Context: an optimization exercise on an open-source flow, tuned for small area, a short achievable clock period and few clock cycles. The choices shown serve that exercise and are no tape-out recipe. In this exercise RTL edits were held to simulation tests only and were not proved equivalent to the original. Power and IR drop assume default switching activity.

Design PDU_kernel, start of the top module:
module PDU_kernel (
    input                   [ 0 : 0]            sys_clk,
    input                   [ 0 : 0]            sys_rst,
    output                  [31 : 0]            imem_addr,
    input                   [31 : 0]            imem_rdata,
    output                  [31 : 0]            dmem_addr,
    output                  [31 : 0]            dmem_wdata,
    output                  [ 0 : 0]            dmem_we,
    input                   [31 : 0]            dmem_rdata
);
Settings: LEC_CHECK=0, CAP_MARGIN=20, CORE_MARGIN=2, CORE_UTILIZATION=55, CTS_CLUSTER_DIAMETER=80, CTS_CLUSTER_SIZE=22, PLACE_DENSITY=0.68, SETUP_SLACK_MARGIN=5, SLEW_MARGIN=20; clock period 12.0 ns.
run.sh (not shown) runs the stock make flow with config.mk's settings and CLKGATE_MAP_FILE= SYNTH_SCRIPT=/design/flow/synth_recipe.tcl, a recipe that flattens the netlist after the stock synthesis.
Testbench counts at the start, summed over its fixed seeds: cycles 109,990.
==> next run, changes <==
--- a/flow/config.mk
+++ b/flow/config.mk
@@ -9,6 +9,5 @@
 export CORE_MARGIN = 2
-export CORE_UTILIZATION = 55
+export CORE_UTILIZATION = 50
 export CTS_CLUSTER_DIAMETER = 80
 export CTS_CLUSTER_SIZE = 22
-export PLACE_DENSITY = 0.68
 export SETUP_SLACK_MARGIN = 5
After rerunning:
- clock power barely changes
- global-route usage went down by 2.3 points
- count of clock-buffer cells in the layout went down by 2
- routed wire length went up by a few percent
- non-clock buffer count went down by 8
- core utilization went down by 5.7 points
- synthesized area is unchanged

---

v6:
PDU_kernel, a different RTL version from the one above (not shown whole).
Size in the first run: about 5900 cells after synthesis, ~1500 flip-flops, about 72000 sq um of cells after synthesis.
// PDU_kernel
module PDU_kernel (
    input                   [ 0 : 0]            sys_clk,
    input                   [ 0 : 0]            sys_rst,
    output                  [31 : 0]            imem_addr,
    input                   [31 : 0]            imem_rdata,
    output                  [31 : 0]            dmem_addr,
    output                  [31 : 0]            dmem_wdata,
    output                  [ 0 : 0]            dmem_we,
    input                   [31 : 0]            dmem_rdata
);
Settings: LEC_CHECK=0, CAP_MARGIN=20, CORE_MARGIN=2, CORE_UTILIZATION=50, CTS_CLUSTER_DIAMETER=80, CTS_CLUSTER_SIZE=22, SETUP_SLACK_MARGIN=5, SLEW_MARGIN=20; clock period 12.0 ns.
Testbench counts of v6, summed over its fixed seeds: cycles 109,990.
The following lists how v7 was set up differently from v6:
Settings: SLEW_MARGIN changed from 20 to 40.
### Flow results
- v7 completed every stage of the flow, and the final layout passed the timing, design-rule and antenna checks.
- v7 ended up with m_res[25]$_DFF_P_ as its start point of the critical path; v6 ended up with m_res[1]$_DFF_P_.
- Diff v7 and v6: setup slack higher in v7
- Delta (v7 minus v6): part of the total power dissipated in the clock network essentially unchanged; total power of the final layout essentially unchanged.

---

run A:
PDU_kernel, a different RTL version from the one above (not shown whole).
Size: ~1400 flip-flops, about 66000 um^2 of cells after synthesis.
clock: 12.0 ns
lec_check: 0
cap_margin: 20
core_margin: 2
core_utilization: 40
setup_slack_margin: 5
slew_margin: 20
In summary, run A completed successfully, with a layout that passed the timing, design-rule and antenna checks.
Testbench counts of run A, summed over its fixed seeds: cycles 103,759.
Changes in run B relative to run A:
-- flow/config.mk --
<<< run A, line 10
export CORE_UTILIZATION = 40
>>> run B, line 10
export CORE_UTILIZATION = 55
export CTS_BUF_LIST = sky130_fd_sc_hd__clkbuf_8
### Flow results
Changes observed in run B relative to run A: internal cell power decreased about 7%, final area has decreased, half-perimeter wire length after placement decreased about 3%.
Total global routing track utilization (lower): run A
As far as worst stage delay on the critical path is concerned, run A and run B perform about the same.
Run B: worst path setup slack after routing is 0.18 ns higher than what run A reported.
#### Input delta (run C over run B)
-- flow/config.mk --
<<< run B, line 8
export CAP_MARGIN = 20
>>> run C, line 8
export CAP_MARGIN = 50
<<< run B, line 10
export CORE_UTILIZATION = 55
export CTS_BUF_LIST = sky130_fd_sc_hd__clkbuf_8
>>> run C, line 10
export CORE_UTILIZATION = 40
<<< run B, line 13
export SLEW_MARGIN = 20
>>> run C, line 12
export SLEW_MARGIN = 70
--- outcome ---
Fmax grows by a few percent when moving from run B to run C. Final period utilization (higher): run B. Critical-path cell with the highest stage delay = nor2_4: run B; critical-path cell with the highest stage delay = clkdlybuf4s50_1: run C. Per the comparison of run C with run B, met1 usage in global routing -15 points; die span in x saw an increase. NOTE final weighted congestion in routability-driven placement run B->run C increased slightly. Taking run B over run C, the area of all placed cells without fillers ratio works out to 0.911. Lower total power goes to run B over run C. Relative to run B, the non-clock buffer contribution to total cell area of run C is higher by 4.6 points. Sum of routed wire length over all layers: run C > run B.

---

Setup of trial 61:
Another version of the RTL of PDU_kernel (not shown whole).
Size: roughly 6000 cells after synthesis, ~1500 flip-flops, roughly 160 I/O pins, roughly 72000 µm² of cells after synthesis.
==> flow/config.mk <==
export PLATFORM = sky130hd
export DESIGN_NAME = PDU_kernel
export DESIGN_NICKNAME = PDU_kernel
export VERILOG_FILES = /design/flow/design.v
export SDC_FILE = /design/flow/constraint.sdc
export NUM_CORES = 4
export LEC_CHECK = 0
export CAP_MARGIN = 20
export CORE_MARGIN = 2
export CORE_UTILIZATION = 50
export CTS_CLUSTER_DIAMETER = 80
export CTS_CLUSTER_SIZE = 22
export SETUP_SLACK_MARGIN = 5
export SLEW_MARGIN = 20
==> flow/constraint.sdc <==
create_clock -name core_clock -period 12.0 [get_ports {sys_clk}]
set_input_delay 2.4000 -clock core_clock [delete_from_list [all_inputs] [get_ports {sys_clk}]]
set_output_delay 2.4000 -clock core_clock [all_outputs]
set_load 0.01 [all_outputs]
Trial 61: no failed stages, no open violations at the end
Testbench counts of trial 61, summed over its fixed seeds: cycles 109,990.
### trial 61 -> trial 79
-- flow/config.mk --
<<< trial 61, line 13
export SETUP_SLACK_MARGIN = 5
export SLEW_MARGIN = 20
>>> trial 79, line 13
export SETUP_SLACK_MARGIN = 5
export SLEW_MARGIN = 40
Results
Trial 61 and trial 79 ended up with roughly the same area of all sequential standard cells.
Diff trial 79..trial 61 | area of the die | unchanged
| sequential group share of total power | trial 79 vs trial 61 | 0.2 points lower |
Between trial 79 and trial 61, the minimum hold slack does not differ in any meaningful way.
[trial 79 vs trial 61] minimum clock period after layout: lower in trial 79
Combinational fraction of design power across trial 79 and trial 61: no real change.
Between trial 79 and trial 61, the difference in global-route usage is negligible.
Delta (trial 79 minus trial 61): required time at the endpoint of the critical path has increased, setup slack shows an increase of 0.13 ns, met3 routed wirelength shows an increase of 1.4 mm, worst slack at placement grew by 0.12 ns.
